Context: an optimization exercise on an open-source flow, tuned for small area. The choices shown serve that exercise and are no tape-out recipe.
The RTL was checked by simulation tests, not by an equivalence proof against the original design.
Power figures rest on the tool's default switching activity, not on a simulated workload.

## design/flow/run.sh

```bash
#!/bin/bash
# synth_recipe.tcl (not shown) runs the flow's synth.tcl, then flattens the netlist and writes it again
# the make line also repeats each setting of config.mk as NAME=value (left out here)
make -C /OpenROAD-flow-scripts/flow DESIGN_CONFIG=/design/flow/config.mk WORK_HOME=/design/flow/orfs CLKGATE_MAP_FILE= SYNTH_SCRIPT=/design/flow/synth_recipe.tcl finish
```

## design/flow/config.mk

```make
export PLATFORM = sky130hd
export DESIGN_NAME = tholin_riscv
export DESIGN_NICKNAME = tholin_riscv
export VERILOG_FILES = /design/flow/design.v
export SDC_FILE = /design/flow/constraint.sdc
export NUM_CORES = 4
export LEC_CHECK = 0
export CAP_MARGIN = 20
export CORE_MARGIN = 2
export CORE_UTILIZATION = 45
export CTS_BUF_LIST = sky130_fd_sc_hd__clkbuf_8
export PLACE_DENSITY = 0.55
export SLEW_MARGIN = 20
export SYNTH_HIERARCHICAL = 1
```

## design/flow/constraint.sdc

```tcl
create_clock -name core_clock -period 15.0 [get_ports {clk}]
set_input_delay 3.0000 -clock core_clock [delete_from_list [all_inputs] [get_ports {clk}]]
set_output_delay 3.0000 -clock core_clock [all_outputs]
set_load 0.01 [all_outputs]
```

## design/flow/design.v

```verilog
module qcpu_spi(
    input [7:0] divisor,
    input [7:0] din,
    output reg [7:0] dout,
    output reg SCLK,
    output reg DO,
    input DI,
    input start,
    output reg busy,
    input clk,
    input rst
);
reg [7:0] data_out_buff;
reg [7:0] data_in_buff;
reg [7:0] div_counter;
reg [4:0] counter;
wire [7:0] div_counter_inc;
inc_rc #(8) dinc(.a(div_counter), .s(div_counter_inc));
always @(posedge clk) begin
    if(rst) begin
        counter <= 5'b11111;
        dout <= 0;
        div_counter <= 0;
        data_in_buff <= 0;
        data_out_buff <= 0;
    end else begin
        if(start) begin
            counter <= 5'b10000;
            div_counter <= 0;
            data_out_buff <= din;
            data_in_buff <= 1;
            SCLK <= 0;
        end
        if(counter != 5'b11111) begin
            busy <= 1;
            div_counter <= div_counter_inc;
            if(div_counter == divisor) begin
                div_counter <= 0;
                counter <= counter - 1;
                if(!counter[0]) begin
                    DO <= data_out_buff[7];
                    data_out_buff <= {data_out_buff[6:0], 1'b0};
                    SCLK <= 0;
                end else begin
                    SCLK <= 1;
                    data_in_buff <= {data_in_buff[6:0], DI};
                end
            end
        end else begin
            SCLK <= 0;
            DO <= 0;
            busy <= 0;
            dout <= data_in_buff;
        end
    end
end
endmodule
module qcpu_uart(
    input [15:0] divisor,
    input [7:0] din,
    output reg [7:0] dout,
    output reg TX,
    input RX,
    input start,
    output reg busy,
    output reg has_byte,
    input clr_hb,
    input clk,
    input rst
);
reg [9:0] data_buff;
reg [15:0] div_counter;
reg [3:0] counter;
reg receiving;
reg [7:0] receive_buff;
reg [3:0] receive_counter;
reg [15:0] receive_div_counter;
wire [15:0] div_counter_inc, receive_div_counter_inc;
inc_rc #(16) tinc(.a(div_counter), .s(div_counter_inc));
inc_rc #(16) rinc(.a(receive_div_counter), .s(receive_div_counter_inc));
always @(posedge clk) begin
    if(rst) begin
        TX <= 1;
        busy <= 0;
        counter <= 0;
        div_counter <= 0;
        receive_div_counter <= 0;
        receiving <= 0;
        dout <= 0;
        has_byte <= 0;
        receive_buff <= 0;
        receive_counter <= 0;
        receive_div_counter <= 0;
        data_buff <= 0;
    end else begin
        if(clr_hb) begin
            has_byte <= 0;
        end
        if(start) begin
            counter <= 4'b1010;
            div_counter <= 0;
            data_buff <= {1'b1, din, 1'b0};
        end
        if(counter != 0) begin
            busy <= 1;
            div_counter <= div_counter_inc;
            if(div_counter == divisor) begin
                div_counter <= 0;
                counter <= counter - 1;
                TX <= data_buff[0];
                data_buff <= {1'b0, data_buff[9:1]};
            end
        end else begin
            TX <= 1;
            busy <= 0;
        end
        if(!receiving && !RX) begin
            receiving <= 1;
            receive_counter <= 4'b1000;
            receive_buff <= 0;
            receive_div_counter <= 0;
        end
        if(receiving) begin
            receive_div_counter <= receive_div_counter_inc;
            if(receive_div_counter == divisor) begin
                receive_div_counter <= 0;
                receive_counter <= receive_counter - 1;
                if(receive_counter == 0) begin
                    receiving <= 0;
                    dout <= receive_buff;
                    has_byte <= 1;
                end else begin
                    receive_buff <= {RX, receive_buff[7:1]};
                end
            end
        end
    end
end
endmodule
module mul_step(
    input [31:0] a,
    input sa,
    input [12:0] w,
    input [33:0] H,
    output [45:0] T
);
wire [34:0] A = {sa, sa, a, 1'b0};
wire [5:0] neg;
genvar k, i;
generate for(k = 0; k < 6; k = k + 1) begin : dig
    wire w0 = w[2*k];
    wire w1 = w[2*k+1];
    wire w2 = w[2*k+2];
    wire one = w1 ^ w0;
    wire two = (w2 & !w1 & !w0) | (!w2 & w1 & w0);
    assign neg[k] = w2 & !(w1 & w0);
    wire [33:0] p;
    for(i = 0; i < 34; i = i + 1) begin : pb
        assign p[i] = ((one & A[i+1]) | (two & A[i])) ^ neg[k];
    end
end endgenerate
wire [33:0] p0 = dig[0].p;
wire [33:0] p1 = dig[1].p;
wire [33:0] p2 = dig[2].p;
wire [33:0] p3 = dig[3].p;
wire [33:0] p4 = dig[4].p;
wire [33:0] p5 = dig[5].p;
wire t1, t2;
ha_cell ut1(.a(p0[8]), .b(p1[6]), .s(t1), .co(t2));
wire t3, t4;
ha_cell ut3(.a(p0[9]), .b(p1[7]), .s(t3), .co(t4));
wire t5, t6;
fa_cell ut5(.a(p0[10]), .b(p1[8]), .c(p2[6]), .s(t5), .co(t6));
wire t7, t8;
ha_cell ut7(.a(p3[4]), .b(p4[2]), .s(t7), .co(t8));
wire t9, t10;
fa_cell ut9(.a(p0[11]), .b(p1[9]), .c(p2[7]), .s(t9), .co(t10));
wire t11, t12;
ha_cell ut11(.a(p3[5]), .b(p4[3]), .s(t11), .co(t12));
wire t13, t14;
fa_cell ut13(.a(p0[12]), .b(p1[10]), .c(p2[8]), .s(t13), .co(t14));
wire t15, t16;
ha_cell ut15(.a(p3[6]), .b(p4[4]), .s(t15), .co(t16));
wire t17, t18;
fa_cell ut17(.a(p0[13]), .b(p1[11]), .c(p2[9]), .s(t17), .co(t18));
wire t19, t20;
ha_cell ut19(.a(p3[7]), .b(p4[5]), .s(t19), .co(t20));
wire t21, t22;
fa_cell ut21(.a(p0[14]), .b(p1[12]), .c(p2[10]), .s(t21), .co(t22));
wire t23, t24;
ha_cell ut23(.a(p3[8]), .b(p4[6]), .s(t23), .co(t24));
wire t25, t26;
fa_cell ut25(.a(p0[15]), .b(p1[13]), .c(p2[11]), .s(t25), .co(t26));
wire t27, t28;
ha_cell ut27(.a(p3[9]), .b(p4[7]), .s(t27), .co(t28));
wire t29, t30;
fa_cell ut29(.a(p0[16]), .b(p1[14]), .c(p2[12]), .s(t29), .co(t30));
wire t31, t32;
ha_cell ut31(.a(p3[10]), .b(p4[8]), .s(t31), .co(t32));
wire t33, t34;
fa_cell ut33(.a(p0[17]), .b(p1[15]), .c(p2[13]), .s(t33), .co(t34));
wire t35, t36;
ha_cell ut35(.a(p3[11]), .b(p4[9]), .s(t35), .co(t36));
wire t37, t38;
fa_cell ut37(.a(p0[18]), .b(p1[16]), .c(p2[14]), .s(t37), .co(t38));
wire t39, t40;
ha_cell ut39(.a(p3[12]), .b(p4[10]), .s(t39), .co(t40));
wire t41, t42;
fa_cell ut41(.a(p0[19]), .b(p1[17]), .c(p2[15]), .s(t41), .co(t42));
wire t43, t44;
ha_cell ut43(.a(p3[13]), .b(p4[11]), .s(t43), .co(t44));
wire t45, t46;
fa_cell ut45(.a(p0[20]), .b(p1[18]), .c(p2[16]), .s(t45), .co(t46));
wire t47, t48;
ha_cell ut47(.a(p3[14]), .b(p4[12]), .s(t47), .co(t48));
wire t49, t50;
fa_cell ut49(.a(p0[21]), .b(p1[19]), .c(p2[17]), .s(t49), .co(t50));
wire t51, t52;
ha_cell ut51(.a(p3[15]), .b(p4[13]), .s(t51), .co(t52));
wire t53, t54;
fa_cell ut53(.a(p0[22]), .b(p1[20]), .c(p2[18]), .s(t53), .co(t54));
wire t55, t56;
ha_cell ut55(.a(p3[16]), .b(p4[14]), .s(t55), .co(t56));
wire t57, t58;
fa_cell ut57(.a(p0[23]), .b(p1[21]), .c(p2[19]), .s(t57), .co(t58));
wire t59, t60;
ha_cell ut59(.a(p3[17]), .b(p4[15]), .s(t59), .co(t60));
wire t61, t62;
fa_cell ut61(.a(p0[24]), .b(p1[22]), .c(p2[20]), .s(t61), .co(t62));
wire t63, t64;
ha_cell ut63(.a(p3[18]), .b(p4[16]), .s(t63), .co(t64));
wire t65, t66;
fa_cell ut65(.a(p0[25]), .b(p1[23]), .c(p2[21]), .s(t65), .co(t66));
wire t67, t68;
ha_cell ut67(.a(p3[19]), .b(p4[17]), .s(t67), .co(t68));
wire t69, t70;
fa_cell ut69(.a(p0[26]), .b(p1[24]), .c(p2[22]), .s(t69), .co(t70));
wire t71, t72;
ha_cell ut71(.a(p3[20]), .b(p4[18]), .s(t71), .co(t72));
wire t73, t74;
fa_cell ut73(.a(p0[27]), .b(p1[25]), .c(p2[23]), .s(t73), .co(t74));
wire t75, t76;
ha_cell ut75(.a(p3[21]), .b(p4[19]), .s(t75), .co(t76));
wire t77, t78;
fa_cell ut77(.a(p0[28]), .b(p1[26]), .c(p2[24]), .s(t77), .co(t78));
wire t79, t80;
ha_cell ut79(.a(p3[22]), .b(p4[20]), .s(t79), .co(t80));
wire t81, t82;
fa_cell ut81(.a(p0[29]), .b(p1[27]), .c(p2[25]), .s(t81), .co(t82));
wire t83, t84;
ha_cell ut83(.a(p3[23]), .b(p4[21]), .s(t83), .co(t84));
wire t85, t86;
fa_cell ut85(.a(p0[30]), .b(p1[28]), .c(p2[26]), .s(t85), .co(t86));
wire t87, t88;
ha_cell ut87(.a(p3[24]), .b(p4[22]), .s(t87), .co(t88));
wire t89, t90;
fa_cell ut89(.a(p0[31]), .b(p1[29]), .c(p2[27]), .s(t89), .co(t90));
wire t91, t92;
ha_cell ut91(.a(p3[25]), .b(p4[23]), .s(t91), .co(t92));
wire t93, t94;
fa_cell ut93(.a(p0[32]), .b(p1[30]), .c(p2[28]), .s(t93), .co(t94));
wire t95, t96;
ha_cell ut95(.a(p3[26]), .b(p4[24]), .s(t95), .co(t96));
wire t97, t98;
fa_cell ut97(.a(~p0[33]), .b(p1[31]), .c(p2[29]), .s(t97), .co(t98));
wire t99, t100;
ha_cell ut99(.a(p3[27]), .b(p4[25]), .s(t99), .co(t100));
wire t101, t102;
fa_cell ut101(.a(p1[32]), .b(p2[30]), .c(p3[28]), .s(t101), .co(t102));
wire t103, t104;
ha_cell ut103(.a(p0[4]), .b(p1[2]), .s(t103), .co(t104));
wire t105, t106;
ha_cell ut105(.a(p0[5]), .b(p1[3]), .s(t105), .co(t106));
wire t107, t108;
fa_cell ut107(.a(p0[6]), .b(p1[4]), .c(p2[2]), .s(t107), .co(t108));
wire t109, t110;
ha_cell ut109(.a(p3[0]), .b(neg[3]), .s(t109), .co(t110));
wire t111, t112;
fa_cell ut111(.a(p0[7]), .b(p1[5]), .c(p2[3]), .s(t111), .co(t112));
wire t113, t114;
ha_cell ut113(.a(p3[1]), .b(H[7]), .s(t113), .co(t114));
wire t115, t116;
fa_cell ut115(.a(t1), .b(p2[4]), .c(p3[2]), .s(t115), .co(t116));
wire t117, t118;
fa_cell ut117(.a(p4[0]), .b(neg[4]), .c(H[8]), .s(t117), .co(t118));
wire t119, t120;
fa_cell ut119(.a(t3), .b(p2[5]), .c(p3[3]), .s(t119), .co(t120));
wire t121, t122;
fa_cell ut121(.a(p4[1]), .b(H[9]), .c(t2), .s(t121), .co(t122));
wire t123, t124;
fa_cell ut123(.a(t5), .b(t7), .c(p5[0]), .s(t123), .co(t124));
wire t125, t126;
fa_cell ut125(.a(neg[5]), .b(H[10]), .c(t4), .s(t125), .co(t126));
wire t127, t128;
fa_cell ut127(.a(t9), .b(t11), .c(p5[1]), .s(t127), .co(t128));
wire t129, t130;
fa_cell ut129(.a(H[11]), .b(t6), .c(t8), .s(t129), .co(t130));
wire t131, t132;
fa_cell ut131(.a(t13), .b(t15), .c(p5[2]), .s(t131), .co(t132));
wire t133, t134;
fa_cell ut133(.a(H[12]), .b(t10), .c(t12), .s(t133), .co(t134));
wire t135, t136;
fa_cell ut135(.a(t17), .b(t19), .c(p5[3]), .s(t135), .co(t136));
wire t137, t138;
fa_cell ut137(.a(H[13]), .b(t14), .c(t16), .s(t137), .co(t138));
wire t139, t140;
fa_cell ut139(.a(t21), .b(t23), .c(p5[4]), .s(t139), .co(t140));
wire t141, t142;
fa_cell ut141(.a(H[14]), .b(t18), .c(t20), .s(t141), .co(t142));
wire t143, t144;
fa_cell ut143(.a(t25), .b(t27), .c(p5[5]), .s(t143), .co(t144));
wire t145, t146;
fa_cell ut145(.a(H[15]), .b(t22), .c(t24), .s(t145), .co(t146));
wire t147, t148;
fa_cell ut147(.a(t29), .b(t31), .c(p5[6]), .s(t147), .co(t148));
wire t149, t150;
fa_cell ut149(.a(H[16]), .b(t26), .c(t28), .s(t149), .co(t150));
wire t151, t152;
fa_cell ut151(.a(t33), .b(t35), .c(p5[7]), .s(t151), .co(t152));
wire t153, t154;
fa_cell ut153(.a(H[17]), .b(t30), .c(t32), .s(t153), .co(t154));
wire t155, t156;
fa_cell ut155(.a(t37), .b(t39), .c(p5[8]), .s(t155), .co(t156));
wire t157, t158;
fa_cell ut157(.a(H[18]), .b(t34), .c(t36), .s(t157), .co(t158));
wire t159, t160;
fa_cell ut159(.a(t41), .b(t43), .c(p5[9]), .s(t159), .co(t160));
wire t161, t162;
fa_cell ut161(.a(H[19]), .b(t38), .c(t40), .s(t161), .co(t162));
wire t163, t164;
fa_cell ut163(.a(t45), .b(t47), .c(p5[10]), .s(t163), .co(t164));
wire t165, t166;
fa_cell ut165(.a(H[20]), .b(t42), .c(t44), .s(t165), .co(t166));
wire t167, t168;
fa_cell ut167(.a(t49), .b(t51), .c(p5[11]), .s(t167), .co(t168));
wire t169, t170;
fa_cell ut169(.a(H[21]), .b(t46), .c(t48), .s(t169), .co(t170));
wire t171, t172;
fa_cell ut171(.a(t53), .b(t55), .c(p5[12]), .s(t171), .co(t172));
wire t173, t174;
fa_cell ut173(.a(H[22]), .b(t50), .c(t52), .s(t173), .co(t174));
wire t175, t176;
fa_cell ut175(.a(t57), .b(t59), .c(p5[13]), .s(t175), .co(t176));
wire t177, t178;
fa_cell ut177(.a(H[23]), .b(t54), .c(t56), .s(t177), .co(t178));
wire t179, t180;
fa_cell ut179(.a(t61), .b(t63), .c(p5[14]), .s(t179), .co(t180));
wire t181, t182;
fa_cell ut181(.a(H[24]), .b(t58), .c(t60), .s(t181), .co(t182));
wire t183, t184;
fa_cell ut183(.a(t65), .b(t67), .c(p5[15]), .s(t183), .co(t184));
wire t185, t186;
fa_cell ut185(.a(H[25]), .b(t62), .c(t64), .s(t185), .co(t186));
wire t187, t188;
fa_cell ut187(.a(t69), .b(t71), .c(p5[16]), .s(t187), .co(t188));
wire t189, t190;
fa_cell ut189(.a(H[26]), .b(t66), .c(t68), .s(t189), .co(t190));
wire t191, t192;
fa_cell ut191(.a(t73), .b(t75), .c(p5[17]), .s(t191), .co(t192));
wire t193, t194;
fa_cell ut193(.a(H[27]), .b(t70), .c(t72), .s(t193), .co(t194));
wire t195, t196;
fa_cell ut195(.a(t77), .b(t79), .c(p5[18]), .s(t195), .co(t196));
wire t197, t198;
fa_cell ut197(.a(H[28]), .b(t74), .c(t76), .s(t197), .co(t198));
wire t199, t200;
fa_cell ut199(.a(t81), .b(t83), .c(p5[19]), .s(t199), .co(t200));
wire t201, t202;
fa_cell ut201(.a(H[29]), .b(t78), .c(t80), .s(t201), .co(t202));
wire t203, t204;
fa_cell ut203(.a(t85), .b(t87), .c(p5[20]), .s(t203), .co(t204));
wire t205, t206;
fa_cell ut205(.a(H[30]), .b(t82), .c(t84), .s(t205), .co(t206));
wire t207, t208;
fa_cell ut207(.a(t89), .b(t91), .c(p5[21]), .s(t207), .co(t208));
wire t209, t210;
fa_cell ut209(.a(H[31]), .b(t86), .c(t88), .s(t209), .co(t210));
wire t211, t212;
fa_cell ut211(.a(t93), .b(t95), .c(p5[22]), .s(t211), .co(t212));
wire t213, t214;
fa_cell ut213(.a(H[32]), .b(t90), .c(t92), .s(t213), .co(t214));
wire t215, t216;
fa_cell ut215(.a(t97), .b(t99), .c(p5[23]), .s(t215), .co(t216));
wire t217, t218;
fa_cell ut217(.a(~H[33]), .b(t94), .c(t96), .s(t217), .co(t218));
wire t219, t220;
fa_cell ut219(.a(t101), .b(p4[26]), .c(p5[24]), .s(t219), .co(t220));
wire t221, t222;
fa_cell ut221(.a(1'b1), .b(t98), .c(t100), .s(t221), .co(t222));
wire t223, t224;
fa_cell ut223(.a(~p1[33]), .b(p2[31]), .c(p3[29]), .s(t223), .co(t224));
wire t225, t226;
fa_cell ut225(.a(p4[27]), .b(p5[25]), .c(t102), .s(t225), .co(t226));
wire t227, t228;
fa_cell ut227(.a(p2[32]), .b(p3[30]), .c(p4[28]), .s(t227), .co(t228));
wire t229, t230;
ha_cell ut229(.a(p5[26]), .b(1'b1), .s(t229), .co(t230));
wire t231, t232;
fa_cell ut231(.a(~p2[33]), .b(p3[31]), .c(p4[29]), .s(t231), .co(t232));
wire t233, t234;
ha_cell ut233(.a(p3[32]), .b(p4[30]), .s(t233), .co(t234));
wire t235, t236;
ha_cell ut235(.a(p0[2]), .b(p1[0]), .s(t235), .co(t236));
wire t237, t238;
ha_cell ut237(.a(p0[3]), .b(p1[1]), .s(t237), .co(t238));
wire t239, t240;
fa_cell ut239(.a(t103), .b(p2[0]), .c(neg[2]), .s(t239), .co(t240));
wire t241, t242;
fa_cell ut241(.a(t105), .b(p2[1]), .c(H[5]), .s(t241), .co(t242));
wire t243, t244;
fa_cell ut243(.a(t107), .b(t109), .c(H[6]), .s(t243), .co(t244));
wire t245, t246;
fa_cell ut245(.a(t111), .b(t113), .c(t108), .s(t245), .co(t246));
wire t247, t248;
fa_cell ut247(.a(t115), .b(t117), .c(t112), .s(t247), .co(t248));
wire t249, t250;
fa_cell ut249(.a(t119), .b(t121), .c(t116), .s(t249), .co(t250));
wire t251, t252;
fa_cell ut251(.a(t123), .b(t125), .c(t120), .s(t251), .co(t252));
wire t253, t254;
fa_cell ut253(.a(t127), .b(t129), .c(t124), .s(t253), .co(t254));
wire t255, t256;
fa_cell ut255(.a(t131), .b(t133), .c(t128), .s(t255), .co(t256));
wire t257, t258;
fa_cell ut257(.a(t135), .b(t137), .c(t132), .s(t257), .co(t258));
wire t259, t260;
fa_cell ut259(.a(t139), .b(t141), .c(t136), .s(t259), .co(t260));
wire t261, t262;
fa_cell ut261(.a(t143), .b(t145), .c(t140), .s(t261), .co(t262));
wire t263, t264;
fa_cell ut263(.a(t147), .b(t149), .c(t144), .s(t263), .co(t264));
wire t265, t266;
fa_cell ut265(.a(t151), .b(t153), .c(t148), .s(t265), .co(t266));
wire t267, t268;
fa_cell ut267(.a(t155), .b(t157), .c(t152), .s(t267), .co(t268));
wire t269, t270;
fa_cell ut269(.a(t159), .b(t161), .c(t156), .s(t269), .co(t270));
wire t271, t272;
fa_cell ut271(.a(t163), .b(t165), .c(t160), .s(t271), .co(t272));
wire t273, t274;
fa_cell ut273(.a(t167), .b(t169), .c(t164), .s(t273), .co(t274));
wire t275, t276;
fa_cell ut275(.a(t171), .b(t173), .c(t168), .s(t275), .co(t276));
wire t277, t278;
fa_cell ut277(.a(t175), .b(t177), .c(t172), .s(t277), .co(t278));
wire t279, t280;
fa_cell ut279(.a(t179), .b(t181), .c(t176), .s(t279), .co(t280));
wire t281, t282;
fa_cell ut281(.a(t183), .b(t185), .c(t180), .s(t281), .co(t282));
wire t283, t284;
fa_cell ut283(.a(t187), .b(t189), .c(t184), .s(t283), .co(t284));
wire t285, t286;
fa_cell ut285(.a(t191), .b(t193), .c(t188), .s(t285), .co(t286));
wire t287, t288;
fa_cell ut287(.a(t195), .b(t197), .c(t192), .s(t287), .co(t288));
wire t289, t290;
fa_cell ut289(.a(t199), .b(t201), .c(t196), .s(t289), .co(t290));
wire t291, t292;
fa_cell ut291(.a(t203), .b(t205), .c(t200), .s(t291), .co(t292));
wire t293, t294;
fa_cell ut293(.a(t207), .b(t209), .c(t204), .s(t293), .co(t294));
wire t295, t296;
fa_cell ut295(.a(t211), .b(t213), .c(t208), .s(t295), .co(t296));
wire t297, t298;
fa_cell ut297(.a(t215), .b(t217), .c(t212), .s(t297), .co(t298));
wire t299, t300;
fa_cell ut299(.a(t219), .b(t221), .c(t216), .s(t299), .co(t300));
wire t301, t302;
fa_cell ut301(.a(t223), .b(t225), .c(t220), .s(t301), .co(t302));
wire t303, t304;
fa_cell ut303(.a(t227), .b(t229), .c(t224), .s(t303), .co(t304));
wire t305, t306;
fa_cell ut305(.a(t231), .b(p5[27]), .c(t228), .s(t305), .co(t306));
wire t307, t308;
fa_cell ut307(.a(t233), .b(p5[28]), .c(1'b1), .s(t307), .co(t308));
wire t309, t310;
fa_cell ut309(.a(~p3[33]), .b(p4[31]), .c(p5[29]), .s(t309), .co(t310));
wire t311, t312;
ha_cell ut311(.a(p4[32]), .b(p5[30]), .s(t311), .co(t312));
wire t313, t314;
ha_cell ut313(.a(p0[0]), .b(neg[0]), .s(t313), .co(t314));
wire t315, t316;
ha_cell ut315(.a(p0[1]), .b(H[1]), .s(t315), .co(t316));
wire t317, t318;
fa_cell ut317(.a(t235), .b(neg[1]), .c(H[2]), .s(t317), .co(t318));
wire t319, t320;
fa_cell ut319(.a(t237), .b(H[3]), .c(t236), .s(t319), .co(t320));
wire t321, t322;
fa_cell ut321(.a(t239), .b(H[4]), .c(t238), .s(t321), .co(t322));
wire t323, t324;
fa_cell ut323(.a(t241), .b(t104), .c(t240), .s(t323), .co(t324));
wire t325, t326;
fa_cell ut325(.a(t243), .b(t106), .c(t242), .s(t325), .co(t326));
wire t327, t328;
fa_cell ut327(.a(t245), .b(t110), .c(t244), .s(t327), .co(t328));
wire t329, t330;
fa_cell ut329(.a(t247), .b(t114), .c(t246), .s(t329), .co(t330));
wire t331, t332;
fa_cell ut331(.a(t249), .b(t118), .c(t248), .s(t331), .co(t332));
wire t333, t334;
fa_cell ut333(.a(t251), .b(t122), .c(t250), .s(t333), .co(t334));
wire t335, t336;
fa_cell ut335(.a(t253), .b(t126), .c(t252), .s(t335), .co(t336));
wire t337, t338;
fa_cell ut337(.a(t255), .b(t130), .c(t254), .s(t337), .co(t338));
wire t339, t340;
fa_cell ut339(.a(t257), .b(t134), .c(t256), .s(t339), .co(t340));
wire t341, t342;
fa_cell ut341(.a(t259), .b(t138), .c(t258), .s(t341), .co(t342));
wire t343, t344;
fa_cell ut343(.a(t261), .b(t142), .c(t260), .s(t343), .co(t344));
wire t345, t346;
fa_cell ut345(.a(t263), .b(t146), .c(t262), .s(t345), .co(t346));
wire t347, t348;
fa_cell ut347(.a(t265), .b(t150), .c(t264), .s(t347), .co(t348));
wire t349, t350;
fa_cell ut349(.a(t267), .b(t154), .c(t266), .s(t349), .co(t350));
wire t351, t352;
fa_cell ut351(.a(t269), .b(t158), .c(t268), .s(t351), .co(t352));
wire t353, t354;
fa_cell ut353(.a(t271), .b(t162), .c(t270), .s(t353), .co(t354));
wire t355, t356;
fa_cell ut355(.a(t273), .b(t166), .c(t272), .s(t355), .co(t356));
wire t357, t358;
fa_cell ut357(.a(t275), .b(t170), .c(t274), .s(t357), .co(t358));
wire t359, t360;
fa_cell ut359(.a(t277), .b(t174), .c(t276), .s(t359), .co(t360));
wire t361, t362;
fa_cell ut361(.a(t279), .b(t178), .c(t278), .s(t361), .co(t362));
wire t363, t364;
fa_cell ut363(.a(t281), .b(t182), .c(t280), .s(t363), .co(t364));
wire t365, t366;
fa_cell ut365(.a(t283), .b(t186), .c(t282), .s(t365), .co(t366));
wire t367, t368;
fa_cell ut367(.a(t285), .b(t190), .c(t284), .s(t367), .co(t368));
wire t369, t370;
fa_cell ut369(.a(t287), .b(t194), .c(t286), .s(t369), .co(t370));
wire t371, t372;
fa_cell ut371(.a(t289), .b(t198), .c(t288), .s(t371), .co(t372));
wire t373, t374;
fa_cell ut373(.a(t291), .b(t202), .c(t290), .s(t373), .co(t374));
wire t375, t376;
fa_cell ut375(.a(t293), .b(t206), .c(t292), .s(t375), .co(t376));
wire t377, t378;
fa_cell ut377(.a(t295), .b(t210), .c(t294), .s(t377), .co(t378));
wire t379, t380;
fa_cell ut379(.a(t297), .b(t214), .c(t296), .s(t379), .co(t380));
wire t381, t382;
fa_cell ut381(.a(t299), .b(t218), .c(t298), .s(t381), .co(t382));
wire t383, t384;
fa_cell ut383(.a(t301), .b(t222), .c(t300), .s(t383), .co(t384));
wire t385, t386;
fa_cell ut385(.a(t303), .b(t226), .c(t302), .s(t385), .co(t386));
wire t387, t388;
fa_cell ut387(.a(t305), .b(t230), .c(t304), .s(t387), .co(t388));
wire t389, t390;
fa_cell ut389(.a(t307), .b(t232), .c(t306), .s(t389), .co(t390));
wire t391, t392;
fa_cell ut391(.a(t309), .b(t234), .c(t308), .s(t391), .co(t392));
wire t393, t394;
fa_cell ut393(.a(t311), .b(1'b1), .c(t310), .s(t393), .co(t394));
wire t395, t396;
fa_cell ut395(.a(~p4[33]), .b(p5[31]), .c(t312), .s(t395), .co(t396));
wire t397, t398;
ha_cell ut397(.a(p5[32]), .b(1'b1), .s(t397), .co(t398));
wire [45:0] ra = {1'b1, 1'b1, ~p5[33], t397, t395, t393, t391, t389, t387, t385, t383, t381, t379, t377, t375, t373, t371, t369, t367, t365, t363, t361, t359, t357, t355, t353, t351, t349, t347, t345, t343, t341, t339, t337, t335, t333, t331, t329, t327, t325, t323, t321, t319, t317, t315, t313};
wire [45:0] rb = {1'b0, 1'b0, t398, t396, t394, t392, t390, t388, t386, t384, t382, t380, t378, t376, t374, t372, t370, t368, t366, t364, t362, t360, t358, t356, t354, t352, t350, t348, t346, t344, t342, t340, t338, t336, t334, t332, t330, t328, t326, t324, t322, t320, t318, t316, t314, H[0]};
assign T = ra + rb;
endmodule
module fa_cell(input a, input b, input c, output s, output co);
assign s = a ^ b ^ c;
assign co = (a & b) | (c & (a ^ b));
endmodule
module ha_cell(input a, input b, output s, output co);
assign s = a ^ b;
assign co = a & b;
endmodule
`default_nettype none
module tholin_riscv(
    output [15:0] bus_out,
    input [15:0] bus_in,
    output le_lo,
    output le_hi,
    output OEb,
    output WEb_lo,
    output WEb_hi,
    output bus_dir,
    output SCLK,
    output SDO,
    input SDI,
    output TXD,
    input RXD,
    output reg [5:0] PORT_dir,
    output reg [5:0] PORT_out,
    input [5:0] PORT_in,
    input clk,
    input rst_n
);
reg [2:0] irqs;
reg io_int_enable;
reg uart_int_enable;
reg timer_int_enable;
reg last_io_state;
wire [1:0] highest_irq = irqs[2] ? 3 : (irqs[1] ? 2 : (irqs[0] ? 1 : 0));
reg [1:0] current_irq;
reg [31:0] PC;
reg [31:0] PCE;
reg [31:0] tmr0;
reg [31:0] tmr1;
reg [31:0] tmr0_pre;
reg [31:0] tmr1_pre;
reg [31:0] tmr0_top;
reg [31:0] tmr1_top;
reg [31:0] tmr0_pre_ctr;
reg [31:0] tmr1_pre_ctr;
reg [29:0] intr_vec;
reg [31:0] requested_addr;
reg is_write;
reg [31:0] mem_io;
reg [1:0] io_size;
reg [1:0] ret_state;
wire [2:0] ret_cycle = {ret_state[1], ret_state};
reg int_enabled;
reg [3:0] cycle;
localparam FETCH = 0;
localparam MEM1 = 1;
localparam MEM2 = 2;
localparam MEM3 = 3;
localparam MEM4 = 4;
localparam MEM5 = 5;
localparam EXEC1 = 6;
localparam LOAD = 7;
localparam MUL = 8;
localparam DIV1 = 9;
localparam DIV2 = 10;
wire le_lo_pre = cycle == MEM1 || cycle == MEM4;
assign le_lo = le_lo_pre;
wire le_hi_pre = cycle == MEM2;
assign le_hi = le_hi_pre;
wire WEb = !((cycle == MEM3 || cycle == MEM5) && is_write);
assign bus_dir = !(le_lo_pre || le_hi_pre || (!WEb));
assign OEb = !((cycle == MEM3 || cycle == MEM5) && !is_write);
assign WEb_lo = !(io_size != 0 || requested_addr[0] == 0) || WEb;
assign WEb_hi = !(io_size != 0 || requested_addr[0] == 1) || WEb;
reg [15:0] bus_out_c;
always @(*) begin
    case(cycle)
        default: bus_out_c = 0;
        MEM1: bus_out_c = requested_addr[16:1];
        MEM2: bus_out_c = {1'b0, requested_addr[31:17]};
        MEM3: begin
            if(io_size == 0) begin
                if(requested_addr[0]) bus_out_c = {mem_io[7:0], 8'h00};
                else bus_out_c = {8'h00, mem_io[7:0]};
            end else begin
                bus_out_c = mem_io[15:0];
            end
        end
        MEM4: bus_out_c = requested_addr[16:1] | 1;
        MEM5: bus_out_c = mem_io[31:16];
    endcase
end
assign bus_out = bus_out_c;
wire [31:0] instr = mem_io;
wire isALUreg = instr[6:0] == 7'b0110011;
wire isALUimm = instr[6:0] == 7'b0010011;
wire isBranch = instr[6:0] == 7'b1100011;
wire isJALR   = instr[6:0] == 7'b1100111;
wire isJAL    = instr[6:0] == 7'b1101111;
wire isAUIPC  = instr[6:0] == 7'b0010111;
wire isLUI    = instr[6:0] == 7'b0110111;
wire isLoad   = instr[6:0] == 7'b0000011;
wire isStore  = instr[6:0] == 7'b0100011;
wire isSYSTEM = instr[6:0] == 7'b1110011;
wire [4:0] rdId   = instr[11:7];
wire [2:0] funct3 = instr[14:12];
wire [6:0] funct7 = instr[31:25];
wire [11:0] func12 = instr[31:20];
wire [31:0] Uimm = {instr[31], instr[30:12], 12'h000};
wire [31:0] Iimm = {{21{instr[31]}}, instr[30:20]};
wire [31:0] Simm = {{21{instr[31]}}, instr[30:25], instr[11:7]};
wire [31:0] Bimm = {{20{instr[31]}}, instr[7], instr[30:25], instr[11:8], 1'b0};
wire [31:0] Jimm = {{12{instr[31]}}, instr[19:12], instr[20], instr[30:21], 1'b0};
reg load_funct;
reg [4:0] load_dest;
wire LOAD_sign = load_funct & (io_size == 0 ? mem_io[7] : mem_io[15]);
wire mmio = requested_addr >= 32'hFFFFFF00;
reg [7:0] spi_div;
wire [7:0] spi_dout;
wire spi_busy;
reg [15:0] uart_div;
wire [7:0] uart_dout;
wire uart_busy;
wire uart_hb;
reg mmio_rd;
reg [31:0] mmio_rdata;
always @(*) begin
    mmio_rd = 1'b1;
    mmio_rdata = 32'h0;
    case(requested_addr[7:2])
        0: mmio_rdata = {24'h0, spi_div};
        1: mmio_rdata = {24'h0, spi_dout};
        2: mmio_rdata = {16'h0, uart_div};
        3: mmio_rdata = {24'h0, uart_dout};
        4: mmio_rdata = {29'h0, uart_hb, uart_busy, spi_busy};
        5: mmio_rdata = {26'h0, PORT_dir};
        6: mmio_rdata = {26'h0, PORT_out};
        7: mmio_rdata = {26'h0, PORT_in};
        8: mmio_rdata = {intr_vec, 2'b00};
        9: mmio_rdata = {30'h0, current_irq};
        10: mmio_rdata = {29'h0, uart_int_enable, timer_int_enable, io_int_enable};
        11: mmio_rdata = tmr0_pre;
        12: mmio_rdata = tmr1_pre;
        13: mmio_rdata = tmr0_top;
        14: mmio_rdata = tmr1_top;
        15: mmio_rdata = tmr0;
        16: mmio_rdata = tmr1;
        18: mmio_rdata = PCE;
        19: mmio_rdata = {8'h52, 8'h49, 8'h48, 8'h43};
        20: mmio_rdata = {8'h00, 8'h00, 8'h21, 8'h50};
        default: mmio_rd = 1'b0;
    endcase
end
wire [31:0] rs2 = requested_addr;
reg [31:0] mem_io_nxt;
always @(*) begin
    mem_io_nxt = mem_io;
    if(cycle == MEM1) begin
        if(mmio && !is_write && mmio_rd) mem_io_nxt = mmio_rdata;
    end else if(cycle == MEM3) begin
        if(io_size == 0) mem_io_nxt[7:0] = requested_addr[0] ? bus_in[15:8] : bus_in[7:0];
        else mem_io_nxt[15:0] = bus_in;
    end else if(cycle == MEM5) begin
        mem_io_nxt[31:16] = bus_in;
    end else if(cycle == EXEC1 && isStore) begin
        mem_io_nxt = rs2;
    end
end
wire rf_we = cycle == FETCH;
wire [4:0] raddr = (cycle == MEM1 || cycle == MEM5) ? mem_io_nxt[24:20] : (rf_we ? load_dest : instr[19:15]);
wire [31:1] rsel;
genvar gi;
generate for(gi = 1; gi < 32; gi = gi + 1) begin : rf
    assign rsel[gi] = raddr == gi;
    reg [31:0] q;
    always @(posedge clk) begin
        if(gi == 1 && !rst_n) q <= 0;
        else if(rst_n && rf_we && rsel[gi]) q <= requested_addr;
    end
end endgenerate
wire [31:0] rdata;
rf_read rport(
    .q({rf[31].q, rf[30].q, rf[29].q, rf[28].q, rf[27].q, rf[26].q, rf[25].q, rf[24].q,
        rf[23].q, rf[22].q, rf[21].q, rf[20].q, rf[19].q, rf[18].q, rf[17].q, rf[16].q,
        rf[15].q, rf[14].q, rf[13].q, rf[12].q, rf[11].q, rf[10].q, rf[9].q, rf[8].q,
        rf[7].q, rf[6].q, rf[5].q, rf[4].q, rf[3].q, rf[2].q, rf[1].q}),
    .sel(rsel),
    .d(rdata)
);
wire [31:0] rs1 = rdata;
reg should_branch;
always @(*) begin
    case(funct3)
        0: should_branch = EQ;
        1: should_branch = !EQ;
        4: should_branch = LTS;
        5: should_branch = !LTS;
        6: should_branch = LT;
        7: should_branch = !LT;
        default: should_branch = 1'b0;
    endcase
end
wire is_muldiv = funct7 == 1 && isALUreg;
wire is_mul = funct3 < 4;
wire is_div = !is_mul;
wire signed_div = funct3 == 3'b100 || funct3 == 3'b110;
wire res_sign = signed_div & (rs1[31] ^ rs2[31]);
wire [31:0] aluIn1 = rs1;
wire [31:0] aluIn2 = isStore ? Simm : (isALUreg || isBranch ? rs2 : Iimm);
wire [31:0] XOR = aluIn1 ^ aluIn2;
wire EQ = XOR == 0;
wire mul_delay = div_counter[0];
reg [63:0] div_shifter;
reg [4:0] div_counter;
reg [31:0] add_a;
reg [31:0] add_b;
reg add_sub;
always @(*) begin
    add_a = aluIn1;
    add_b = aluIn2;
    add_sub = isBranch || ((isALUreg || isALUimm) && ((funct3 == 0 && funct7[5] && instr[5]) || funct3 == 2 || funct3 == 3));
    if(cycle == DIV1) begin
        add_a = div_shifter[62:31];
        add_b = rs2;
        add_sub = !(signed_div && rs2[31]);
    end else if(cycle == DIV2) begin
        add_a = 0;
        add_b = funct3[1] ? div_shifter[63:32] : div_shifter[31:0];
        add_sub = funct3 == 3'b100 ? res_sign : (funct3 == 3'b110 ? rs1[31] : 1'b0);
    end else if(is_muldiv) begin
        add_a = 0;
        add_b = rs1;
        add_sub = signed_div && rs1[31];
    end
end
wire [32:0] add_res = {1'b0, add_a} + {1'b0, add_b ^ {32{add_sub}}} + {32'h0, add_sub};
wire [31:0] addsub = add_res[31:0];
wire LT = !add_res[32];
wire LTS = (aluIn1[31] ^ aluIn2[31]) ? aluIn1[31] : LT;
wire [4:0] shift_amount = isALUreg ? rs2[4:0] : instr[24:20];
wire [31:0] shifter_in = (funct3 == 3'b001) ?
{aluIn1[0], aluIn1[1], aluIn1[2], aluIn1[3], aluIn1[4], aluIn1[5],
aluIn1[6], aluIn1[7], aluIn1[8], aluIn1[9], aluIn1[10], aluIn1[11], aluIn1[12],
aluIn1[13], aluIn1[14], aluIn1[15], aluIn1[16], aluIn1[17], aluIn1[18], aluIn1[19],
aluIn1[20], aluIn1[21], aluIn1[22], aluIn1[23], aluIn1[24], aluIn1[25],
aluIn1[26], aluIn1[27], aluIn1[28], aluIn1[29], aluIn1[30], aluIn1[31]}
 : aluIn1;
wire [31:0] shifter = $signed({funct7[5] & aluIn1[31], shifter_in}) >>> shift_amount;
reg [31:0] ALUout;
wire [31:0] sll_res = {shifter[0], shifter[1], shifter[2], shifter[3], shifter[4], shifter[5], shifter[6],
        shifter[7], shifter[8], shifter[9], shifter[10], shifter[11], shifter[12], shifter[13], shifter[14], shifter[15],
        shifter[16], shifter[17], shifter[18], shifter[19], shifter[20], shifter[21], shifter[22],
        shifter[23], shifter[24], shifter[25], shifter[26], shifter[27], shifter[28], shifter[29],
        shifter[30], shifter[31]};
always @(*) begin
    case(funct3)
        0: ALUout = addsub;
        1: ALUout = sll_res;
        2: ALUout = {31'h0, LTS};
        3: ALUout = {31'h0, LT};
        4: ALUout = XOR;
        5: ALUout = shifter;
        6: ALUout = aluIn1 | aluIn2;
        7: ALUout = aluIn1 & aluIn2;
    endcase
end
wire mul_first = cycle == EXEC1;
wire mul_last = cycle == MUL && mul_delay;
wire m_sa = rs1[31] && (funct3 == 3'b001 || funct3 == 3'b010);
wire m_sb = rs2[31] && funct3 == 3'b001;
wire [12:0] m_w = mul_first ? {rs2[11:0], 1'b0} : (mul_last ? {{4{m_sb}}, rs2[31:23]} : rs2[23:11]);
wire [33:0] m_H = mul_first ? 34'h0 : div_shifter[63:30];
wire [45:0] m_T;
mul_step mstep(
    .a(rs1),
    .sa(m_sa),
    .w(m_w),
    .H(m_H),
    .T(m_T)
);
wire [63:0] mul_next = {m_T[45:12], 6'h0, m_T[11:0], div_shifter[23:12]};
wire [31:0] mul_res = funct3 == 0 ? {m_T[7:0], div_shifter[23:0]} : m_T[39:8];
wire [31:0] PC_next;
assign PC_next[1:0] = PC[1:0];
inc_rc #(30) pcinc(.a(PC[31:2]), .s(PC_next[31:2]));
wire [31:0] t0_ctr_inc, t1_ctr_inc, t0_inc, t1_inc;
wire t0_fire, t1_fire, t0_hit, t1_hit;
inc_rc #(32) t0ci(.a(tmr0_pre_ctr), .s(t0_ctr_inc));
inc_rc #(32) t1ci(.a(tmr1_pre_ctr), .s(t1_ctr_inc));
inc_rc #(32) t0i(.a(tmr0), .s(t0_inc));
inc_rc #(32) t1i(.a(tmr1), .s(t1_inc));
ge_rc #(32) t0f(.a(t0_ctr_inc), .b(tmr0_pre), .ge(t0_fire));
ge_rc #(32) t1f(.a(t1_ctr_inc), .b(tmr1_pre), .ge(t1_fire));
ge_rc #(32) t0h(.a(tmr0), .b(tmr0_top), .ge(t0_hit));
ge_rc #(32) t1h(.a(tmr1), .b(tmr1_top), .ge(t1_hit));
wire [31:0] PC_imm = isJAL ? Jimm : (isBranch ? Bimm : Uimm);
wire [31:0] PC_jmp;
add_cs32 pcadd(.a(PC), .b(PC_imm), .s(PC_jmp));
wire writes_rd = isJAL || isJALR || isLUI || isAUIPC || isLoad || isALUreg || isALUimm;
reg [31:0] exec_res;
always @(*) begin
    if(isJAL || isJALR) exec_res = PC_next;
    else if(isLUI) exec_res = Uimm;
    else if(isAUIPC) exec_res = PC_jmp;
    else if(isLoad || isStore) exec_res = addsub;
    else exec_res = ALUout;
end
wire [31:0] load_res = io_size == 0 ? {{24{LOAD_sign}}, mem_io[7:0]} :
                       (io_size == 1 ? {{16{LOAD_sign}}, mem_io[15:0]} : mem_io);
wire ex = cycle == EXEC1 && !is_muldiv;
wire aluop = isALUreg || isALUimm;
wire [16:0] ra_sel = {
    cycle == FETCH && !(irqs != 0 && int_enabled),
    (cycle == MEM5 || (cycle == MEM1 && mmio)) && ret_cycle == EXEC1,
    ex && (isJAL || isJALR),
    ex && isLUI,
    ex && isAUIPC,
    (ex && (isLoad || isStore || (aluop && funct3 == 0))) || cycle == DIV2,
    ex && aluop && funct3 == 1,
    ex && aluop && (funct3 == 2 || funct3 == 3),
    ex && aluop && funct3 == 4,
    ex && aluop && funct3 == 5,
    ex && aluop && funct3 == 6,
    ex && aluop && funct3 == 7,
    cycle == LOAD && io_size == 0,
    cycle == LOAD && io_size == 1,
    cycle == LOAD && io_size[1],
    cycle == MUL && mul_delay && funct3 == 0,
    cycle == MUL && mul_delay && funct3 != 0};
wire [31:0] ra_next;
aomux #(17) ramux(.sel(ra_sel), .d({PC, rdata, PC_next, Uimm, PC_jmp, addsub, sll_res, {31'h0, funct3[0] ? LT : LTS},
    XOR, shifter, aluIn1 | aluIn2, aluIn1 & aluIn2,
    {{24{LOAD_sign}}, mem_io[7:0]}, {{16{LOAD_sign}}, mem_io[15:0]}, mem_io,
    {m_T[7:0], div_shifter[23:0]}, m_T[39:8]}), .y(ra_next));
always @(posedge clk) if(rst_n && ra_sel != 0) requested_addr <= ra_next;
always @(posedge clk) begin
    if(!rst_n) begin
        PC <= 0;
        cycle <= FETCH;
        PORT_dir <= 0;
        PORT_out <= 0;
        spi_div <= 8'h80;
        uart_div <= 16'h0101;
        int_enabled <= 0;
        irqs <= 0;
        io_int_enable <= 0;
        last_io_state <= 0;
        current_irq <= 0;
        uart_int_enable <= 0;
        timer_int_enable <= 0;
        tmr0 <= 0;
        tmr1 <= 0;
        tmr0_pre <= 32'h00008000;
        tmr1_pre <= 32'h00001000;
        tmr0_top <= 32'hFFFFFFFF;
        tmr1_top <= 32'hFFFFFFFF;
        tmr0_pre_ctr <= 0;
        tmr1_pre_ctr <= 0;
        intr_vec <= 0;
        mem_io <= 0;
        load_dest <= 0;
    end else begin
        mem_io <= mem_io_nxt;
        last_io_state <= PORT_in[5];
        if(!last_io_state && PORT_in[5] && io_int_enable) irqs[0] <= 1;
        else irqs[0] <= irqs[0] & io_int_enable;
        irqs[2] <= uart_hb & uart_int_enable;
        tmr0_pre_ctr <= t0_fire ? 32'h0 : t0_ctr_inc;
        tmr1_pre_ctr <= t1_fire ? 32'h0 : t1_ctr_inc;
        if(t0_fire) tmr0 <= t0_hit ? 32'h0 : t0_inc;
        irqs[1] <= (irqs[1] || t1_hit) && timer_int_enable;
        if(t1_fire) tmr1 <= t1_hit ? 32'h0 : t1_inc;
        if(cycle == MEM1) begin
            if(mmio) begin
                if(is_write) case(requested_addr[7:2])
                    0: spi_div <= mem_io[7:0];
                    2: uart_div <= mem_io[15:0];
                    5: PORT_dir <= mem_io[5:0];
                    6: PORT_out <= mem_io[5:0];
                    7: irqs[0] <= 0;
                    8: intr_vec <= mem_io[31:2];
                    10: begin
                        io_int_enable <= mem_io[0];
                        timer_int_enable <= mem_io[1];
                        uart_int_enable <= mem_io[2];
                    end
                    11: tmr0_pre <= mem_io;
                    12: tmr1_pre <= mem_io;
                    13: tmr0_top <= mem_io;
                    14: tmr1_top <= mem_io;
                    15: tmr0 <= mem_io;
                    16: tmr1 <= mem_io;
                    17: irqs[1] <= 0;
                endcase
                cycle <= {1'b0, ret_cycle};
            end else cycle <= MEM2;
        end else if(cycle == MEM2) begin
            cycle <= MEM3;
        end else if(cycle == MEM3) begin
            if(io_size == 0) begin
                cycle <= {1'b0, ret_cycle};
            end else begin
                cycle <= io_size == 1 ? {1'b0, ret_cycle} : MEM4;
            end
        end else if(cycle == MEM4) begin
            cycle <= MEM5;
        end else if(cycle == MEM5) begin
            cycle <= {1'b0, ret_cycle};
        end
        else if(cycle == FETCH && irqs != 0 && int_enabled) begin
            PCE <= PC;
            PC <= {2'b00, intr_vec};
            int_enabled <= 0;
            current_irq <= highest_irq;
        end else if(cycle == FETCH) begin
            ret_state <= 2'b10;
            cycle <= MEM1;
            is_write <= 0;
            io_size <= 2;
        end else if(cycle == EXEC1) begin
            PC <= PC_next;
            load_dest <= writes_rd ? rdId : 5'd0;
            if(isSYSTEM) begin
                if(func12 == 12'h26D) begin
                    int_enabled <= !int_enabled;
                    PC <= PCE;
                end else if(func12 == 12'h007) begin
                    int_enabled <= 1;
                end else if(func12 == 12'h008) begin
                    int_enabled <= 0;
                end
                cycle <= FETCH;
            end else if(is_muldiv) begin
                cycle <= is_mul ? MUL : DIV1;
                div_counter <= 0;
                div_shifter <= is_div ? {32'h0, addsub} : mul_next;
            end else if(isJAL || isJALR) begin
                PC <= isJALR ? addsub : PC_jmp;
                cycle <= FETCH;
            end else if(isBranch) begin
                if(should_branch) PC <= PC_jmp;
                cycle <= FETCH;
            end else if(isLoad) begin
                load_funct <= !funct3[2];
                io_size <= funct3[1:0];
                is_write <= 0;
                ret_state <= 2'b11;
                cycle <= MEM1;
            end else if(isStore) begin
                io_size <= funct3[1:0];
                is_write <= 1;
                ret_state <= 2'b00;
                cycle <= MEM1;
            end else if(isLUI || isAUIPC || isALUreg || isALUimm) begin
                cycle <= FETCH;
            end
        end else if(cycle == LOAD) begin
            cycle <= FETCH;
        end else if(cycle == MUL) begin
            div_counter[0] <= !mul_delay;
            div_shifter <= mul_next;
            if(mul_delay) begin
                cycle <= FETCH;
            end
        end else if(cycle == DIV1) begin
            div_shifter <= add_res[32] ? {addsub, div_shifter[30:0], 1'b1} : {div_shifter[62:0], 1'b0};
            div_counter <= div_counter + 1;
            if(div_counter == 31) begin
                cycle <= DIV2;
            end
        end else if(cycle == DIV2) begin
            cycle <= FETCH;
        end
    end
end
qcpu_spi spi(
    .divisor(spi_div),
    .din(mem_io[7:0]),
    .dout(spi_dout),
    .SCLK(SCLK),
    .DO(SDO),
    .DI(SDI),
    .start(cycle == MEM1 && requested_addr == 32'hFFFFFF04 && is_write),
    .busy(spi_busy),
    .clk(clk),
    .rst(!rst_n)
);
qcpu_uart uart(
    .divisor(uart_div),
    .din(mem_io[7:0]),
    .dout(uart_dout),
    .TX(TXD),
    .RX(RXD),
    .start(cycle == MEM1 && requested_addr == 32'hFFFFFF0C && is_write),
    .busy(uart_busy),
    .has_byte(uart_hb),
    .clr_hb(cycle == MEM1 && requested_addr == 32'hFFFFFF10 && is_write),
    .clk(clk),
    .rst(!rst_n)
);
endmodule
module rf_read(
    input [991:0] q,
    input [30:0] sel,
    output reg [31:0] d
);
integer i;
always @(*) begin
    d = 32'h0;
    for(i = 0; i < 31; i = i + 1) d = d | (q[i*32 +: 32] & {32{sel[i]}});
end
endmodule
module inc_rc #(parameter W = 32) (
    input [W-1:0] a,
    output [W-1:0] s
);
wire [W:0] c;
assign c[0] = 1'b1;
genvar i;
generate for(i = 0; i < W; i = i + 1) begin : g
    assign s[i] = a[i] ^ c[i];
    assign c[i+1] = a[i] & c[i];
end endgenerate
endmodule
module ge_rc #(parameter W = 32) (
    input [W-1:0] a,
    input [W-1:0] b,
    output ge
);
wire [W:0] c;
assign c[0] = 1'b1;
genvar i;
generate for(i = 0; i < W; i = i + 1) begin : g
    ge_cell u(.a(a[i]), .b(b[i]), .c(c[i]), .co(c[i+1]));
end endgenerate
assign ge = c[W];
endmodule
module add_rc #(parameter W = 16) (
    input [W-1:0] a,
    input [W-1:0] b,
    input ci,
    output [W-1:0] s,
    output co
);
wire [W:0] c;
assign c[0] = ci;
genvar i;
generate for(i = 0; i < W; i = i + 1) begin : g
    assign s[i] = a[i] ^ b[i] ^ c[i];
    assign c[i+1] = (a[i] & b[i]) | (c[i] & (a[i] ^ b[i]));
end endgenerate
assign co = c[W];
endmodule
module add_cs32(
    input [31:0] a,
    input [31:0] b,
    output [31:0] s
);
wire c16, co0, co1;
wire [15:0] h0, h1;
add_rc #(16) lo(.a(a[15:0]), .b(b[15:0]), .ci(1'b0), .s(s[15:0]), .co(c16));
add_rc #(16) hi0(.a(a[31:16]), .b(b[31:16]), .ci(1'b0), .s(h0), .co(co0));
add_rc #(16) hi1(.a(a[31:16]), .b(b[31:16]), .ci(1'b1), .s(h1), .co(co1));
assign s[31:16] = c16 ? h1 : h0;
endmodule
module aomux #(parameter N = 2, parameter W = 32) (
    input [N-1:0] sel,
    input [N*W-1:0] d,
    output reg [W-1:0] y
);
integer i;
always @(*) begin
    y = {W{1'b0}};
    for(i = 0; i < N; i = i + 1) y = y | (d[i*W +: W] & {W{sel[i]}});
end
endmodule
module ge_cell(input a, input b, input c, output co);
assign co = (a & ~b) | (c & (a | ~b));
endmodule
```

==> results of run 1 <==
[critical path, cell delays in order]
cell and delay [ps]:
clkdlybuf4s50_1 690, a22oi_1 280, a21oi_1 100, a221o_1 280
a21oi_1 910, nand2b_1 580, nor2_2 310, buf_4 330
a222oi_1 550, nand3_1 630, or4_1 1110, a22oi_1 380
xnor2_1 190, fa_1 480, fa_1 540, fa_1 530
fa_1 550, ha_1 430, a21o_1 230, a311oi_1 290
o21ai_0 170, a31oi_1 200, xnor2_1 240, a22oi_1 480
nand2_1 90, a221oi_1 500, nand3_1 150
[placed cells by master (no fill, tap or decap), drive strengths merged, types with 61 or more instances in the layout]
| cell | instances |
|---|---|
| and3 | 130 |
| mux2i | 273 |
| maj3 | 128 |
| o21ai | 225 |
| inv | 489 |
| buf | 438 |
| edfxtp | 1102 |
| a21oi | 405 |
| nor3 | 145 |
| a221oi | 149 |
| clkbuf | 343 |
| nand4 | 108 |
| and2 | 62 |
| nand3 | 262 |
| clkdlybuf4s50 | 61 |
| xnor2 | 273 |
| nand2 | 815 |
| a222oi | 207 |
| clkinv | 61 |
| nor2 | 389 |
| ha | 371 |
| xor2 | 84 |
| a22o | 147 |
| fa | 211 |
| o211ai | 90 |
| diode | 82 |
| a22oi | 785 |
| a211oi | 63 |
| dfxtp | 544 |
[layout make-up]
cell class                 count  area share (%)
timing repair buffer         502            3.99
sequential                  1646            42.1
inverter                     385            1.39
antenna                       82           0.197
clock inverter               177           0.827
multi-input combinational   5934            43.7
tap                         2688            3.22
clock buffer                 340            4.48
[through the flow]
| stage | instance area [sq um] | power (mW) | cells | setup slack (ps) | util [%] |
|---|---|---|---|---|---|
| final | 104000 | 18.5 | 11754 | 1410 | 50.9 |
| after global routing | 104000 | 18.9 | 11720 | 1310 | 50.9 |
| after CTS | 104000 | 17.9 | 11665 | 1790 | 50.8 |
| after detailed placement | 98500 | 13.8 | 11148 | 752 | 48.1 |
| after global placement | 98300 | 13.8 | 11139 | 777 | 48.0 |
| after floorplan | 93200 | 9.67 | 8654 | 3930 | - |
[final timing paths]
| check | depth (start not counted) | end | slack, ps |
|---|---|---|---|
| setup / recovery | 27 | requested_addr[20]$_DFFE_PP_ | 1410 |
| hold / removal | 2 | spi.dout[7]$_SDFFE_PP0P_ | 460 |
| setup reg to reg | 30 | requested_addr[20]$_DFFE_PP_ | 1580 |
| hold reg to reg | 2 | spi.dout[7]$_SDFFE_PP0P_ | 460 |
[power by group]
| group | leakage, nW | switching, mW | total, mW | internal [mW] |
|---|---|---|---|---|
| Combinational | 23.0 | 6.67 | 9.38 | 2.71 |
| Sequential | 14.4 | 0.0531 | 4.99 | 4.94 |
| Clock | 3.22 | 1.96 | 4.11 | 2.15 |
| Total | 40.6 | 8.69 | 18.5 | 9.80 |
[routing by layer]
layer  vias up  GRT usage (%)
li1      33124              -
met1     40321           52.9
met2      5439           63.3
met3      1462           12.5
met4        24           33.3
met5         -              0
==> impl_metrics.yaml, run 1 <==
run_status:
  status: "finished clean"
global_routing:
  grt_max_degree: 94
  antenna_found_initial: 59
  grt.total_usage_pct: 42.9
  grt-ovfl-total: 0
  grt_pass1_vias: 76270
  grt_pass1_wl_um: 631000
floorplanning:
  start_util_pct: 45.4
  chipHeight_um: 459
  coreArea_sq_mm: 0.205
  rows: 166
  ios: 63
  die_w_um: 459
  die-area_sq_mm: 0.210
critical_path:
  crit_fanout: 21
  crit_start: "bus_in[8]"
  worstReg2RegStart: "requested_addr[3]$_DFFE_PP_"
  arrival_ps: 14300
  worstSetupEndpointType: "register"
  crit_type: "input port to register"
  worstSetupStartpointType: "input port"
  crit_required_ps: 15710
layout:
  area_growth_pct: 12.3
  largest_reg_flops: 992
  drive_gt1_share_pct: 14.2
  multiInputGateArea_sq_mm: 0.0457
  layout.area.seq_sq_mm: 0.0440
  layout.nets: 9382
  reg_top3: "rf.q x992, div_shifter x64"
  top_register: "rf.q"
  fillers: 18571
routing:
  vias_per_cell: 6.84
  via_count: 80370
  dr_wl_met2_um: 197000
  drt_iter0_markers: 12307
  ant_nets: 0
  drt-total-wl_um: 462000
  highest-signal-layer: "met5"
  wl_per_cell_um: 39.3
  met1Wirelength_um: 172000
  wl_met3_um: 49800
  first_pass_iters: 14
  drcViolationCount: 0
min_path:
  hold_path_startpoint: "spi.data_in_buff[7]$_SDFF_PP0_"
  worstHoldPathType: "register to register"
pwr:
  powerDensity_mw_per_mm2: 177
  ir_drop_mv: 0.456
  leakage_nw: 40.6
place:
  portBuffers: 62
  dp_hpwl_um: 329000
  gp_congestion: 1.06
yosys:
  yosys_warnings: 11
  syn_avg_cell_area_sq_um: 10.8
  synth_cells: 8606
  netlist_area_sq_mm: 0.0930
clocking:
  h-tree-depth: 5
  clock_sinks: 1646
  clock_path_buffers: 4
  clk_pin_slew_worst_paths_ps: 60
  post-cts-setup-buffer-count: 0
  root_buffer: "clkbuf_8"
  cts_tree: "built"
  cts_resized: 0
  clock_latency_ps: 1100
  cts_inserted_buffers: 305
  cts_hold_buf: 0
sta:
  fmax_mhz: 73.6
  min_period_ps: 13590
  timing.final.crit_share_pct: 90.6
  tns_ps: 0
  grt_setup_unrepaired: "no"
  maxSlewViolCount: 0
  tightest_slew_ps: 1290
  fin_hold_ws_ps: 455
  hold_violations: 0
  fin_skew_ps: 111
  slew_headroom_pct: 13.4
  setup_violations: 0
flow_run:
  drv_cap: 0
==> inputs of run 2 (changes only) <==
--- a/design/flow/config.mk
+++ b/design/flow/config.mk
@@ -8,7 +8,7 @@
 export CAP_MARGIN = 20
 export CORE_MARGIN = 2
 export CORE_UTILIZATION = 45
-export CTS_BUF_LIST = sky130_fd_sc_hd__clkbuf_8
+export CTS_BUF_LIST = sky130_fd_sc_hd__clkbuf_4 sky130_fd_sc_hd__clkbuf_8
 export PLACE_DENSITY = 0.55
 export SLEW_MARGIN = 20
 export SYNTH_HIERARCHICAL = 1
==> run 2 against run 1 <==
  * Cell area increased by 0.36%
  * Routed wire length about the same
  * Combinational power about the same
  * Via count decreased by 0.13%
  * Total power increased by 1.3%
  * Sequential share of layout area decreased by 0.15 points
  * Global-route usage about the same
  * Synthesized area unchanged
  * First-iteration DRC count increased by 2.7%
  * Worst hold slack about the same
  * Clock skew decreased by 5.4 ps
  * Critical path type unchanged
  * Largest cell class unchanged
  * Largest power group unchanged
==> impl_metrics.yaml, run 2 <==
run_status:
  status: "finished clean"
global_routing:
  grt.total_usage_pct: 43.0
  grt_pass1_wl_um: 632000
  grt_pass1_vias: 76280
  grt-ovfl-total: 0
  grt_max_degree: 94
  antenna_found_initial: 62
sta:
  fmax_mhz: 73.8
  tns_ps: 0
  hold_violations: 0
  maxSlewViolCount: 0
  setup_violations: 0
  slew_headroom_pct: 15.2
  grt_setup_unrepaired: "no"
  tightest_slew_ps: 1270
  timing.final.crit_share_pct: 90.4
  min_period_ps: 13560
  fin_ws_ps: 1440
  fin_skew_ps: 105
routing:
  drt_iter0_markers: 12640
  wl_per_cell_um: 39.3
  ant_nets: 0
  first_pass_iters: 13
  vias_per_cell: 6.83
  drt-total-wl_um: 461000
  via_count: 80267
  drcViolationCount: 0
yosys:
  netlist_area_sq_mm: 0.0930
  syn_avg_cell_area_sq_um: 10.8
  synth_cells: 8606
  yosys_warnings: 11
clocking:
  cts_hold_buf: 0
  clock_latency_ps: 1090
  h-tree-depth: 5
  root_buffer: "clkbuf_8"
  post-cts-setup-buffer-count: 0
  clk_pin_slew_worst_paths_ps: 60
  cts_inserted_buffers: 305
  cts_tree: "built"
  clock_path_buffers: 4
  clock_sinks: 1646
  cts_resized: 0
place:
  gp_congestion: 1.06
  dp_hpwl_um: 329000
  portBuffers: 62
  dpl_worst_slack_ps: 752
pwr:
  clkPwrFrac_pct: 23.3
  powerDensity_mw_per_mm2: 179
  intPower_mw: 10.1
  switchingPower_mw: 8.66
  ir_drop_mv: 0.454
  power.total_mw: 18.7
  p_seq_share_pct: 26.7
  p_sw_share_pct: 46.2
  p_comb_share_pct: 50.0
  leakage_nw: 40.5
floorplanning:
  die-area_sq_mm: 0.210
  coreArea_sq_mm: 0.205
  die_w_um: 459
  ios: 63
  chipHeight_um: 459
  start_util_pct: 45.4
  rows: 166
critical_path:
  cp_common_cell: "fa_1"
  crit_type: "input port to register"
  crit_slowest_cell: "or4_1"
  worstSetupStartpointType: "input port"
  arrival_ps: 14260
  r2r_setup_slack_ps: 1580
  max_stage_delay_ps: 990
  cp_num_buf_inv: 3
  crit_required_ps: 15700
  crit_fanout: 21
  crit_family: "compound AO/OA/AOI/OAI gates"
  worstReg2RegStart: "requested_addr[3]$_DFFE_PP_"
  rr_worst_depth: 32
  worstSetupEndpointType: "register"
  r2r_end: "requested_addr[20]$_DFFE_PP_"
layout:
  reg_top3: "rf.q x992, div_shifter x64"
  area_growth_pct: 12.7
  layout.nets: 9383
  largest_reg_flops: 992
  drive_gt1_share_pct: 15.4
  layout_common_cells: "1102 x edfxtp_1, 809 x nand2_1, 777 x a22oi_1"
  top_register: "rf.q"
  layout_commonest_cell: "edfxtp_1"
  fillers: 18530
min_path:
  hold_path_startpoint: "spi.data_in_buff[7]$_SDFF_PP0_"
  worstHoldPathType: "register to register"
  hold_path_end: "spi.dout[7]$_SDFFE_PP0P_"
  hold_path_depth: 2
flow_run:
  drv_cap: 0
[run 2: final cells by class]
type / instances / area, sq um / area share, %
Antenna cell: 71 / 178 / 0.170
Clock buffer: 446 / 5480 / 5.23
Clock inverter: 71 / 465 / 0.444
Inverter: 385 / 1450 / 1.39
Multi-Input combinational cell: 5934 / 45700 / 43.6
Sequential cell: 1646 / 44000 / 42.0
Tap cell: 2688 / 3360 / 3.21
Timing Repair Buffer: 503 / 4170 / 3.98
[run 2: how the worst max path moves through the flow]
stage                                           from                      endpoint  slack (ps)  cells past startpoint
final                                      bus_in[8]  requested_addr[20]$_DFFE_PP_        1440                     29
after floorplan           tmr0_pre_ctr[0]$_SDFF_PP0_           tmr0[30]$_SDFF_PN0_        3930                     38
after global placement                     bus_in[8]  requested_addr[20]$_DFFE_PP_         780                     27
after detailed placement                   bus_in[8]  requested_addr[20]$_DFFE_PP_         750                     27
after global routing                       bus_in[8]  requested_addr[20]$_DFFE_PP_        1320                     27
after CTS                                  bus_in[8]  requested_addr[20]$_DFFE_PP_        1790                     27
[run 2: per-layer routing]
layer	track usage [%]	wire length (um)
met5	0	169
met4	32.7	42100
met3	12.1	49600
met2	63.7	198000
met1	53.1	171000
[run 2: worst min-delay path, stage by stage (launching register included)]
cell     delay [ps]
dfxtp_1         310
nand2_1          50
a21oi_1          50
[run 2: power groups by stage]
stage	logic, mW	clock network (mW)	registers (mW)
after floorplan	4.56	0	5.11
after global placement	8.71	0	5.08
after detailed placement	8.71	0	5.08
after CTS	8.77	4.41	4.98
after global routing	9.58	4.60	4.99
final	9.36	4.37	4.99
[run 2: through the flow]
stage	utilization [%]	instance area, sq um	std cells	hold WS, ps
floorplan	-	93200	8654	427
global placement	48.0	98300	11139	445
detailed placement	48.1	98500	11148	444
CTS	50.9	104000	11665	457
global route	51.1	105000	11722	483
finish	51.1	105000	11744	455

## re-timing with driven ports
The results above use ideal ports. As a check the final layouts listed here were re-extracted and re-timed, cells and wires unchanged. Step 1, drivers: a clkbuf_16 drives clk and a buf_2 each remaining input, both assumed. Step 2 also shifts input and output timing later by t, the mid clock arrival at the registers, as if the neighbouring blocks saw the same clock. Slacks: ideal / step 1 / step 2; pairs: ideal / step 1.
| run | t, ns | setup WS [ns] | worst setup path after step 2 | worst slew at a driven data input, ns |
|---|---|---|---|---|
| run 1 | 1.145 | 1.411 / 1.486 / 0.341 | input to register | 0.06 |
| run 2 | 1.135 | 1.441 / 1.518 / 0.382 | input to register | 0.06 |
After both steps setup and hold are still met in every run listed. For run 1, which loses most, drivers alone change the setup slack by +0.075 ns; drivers and shift together by -1.070 ns.
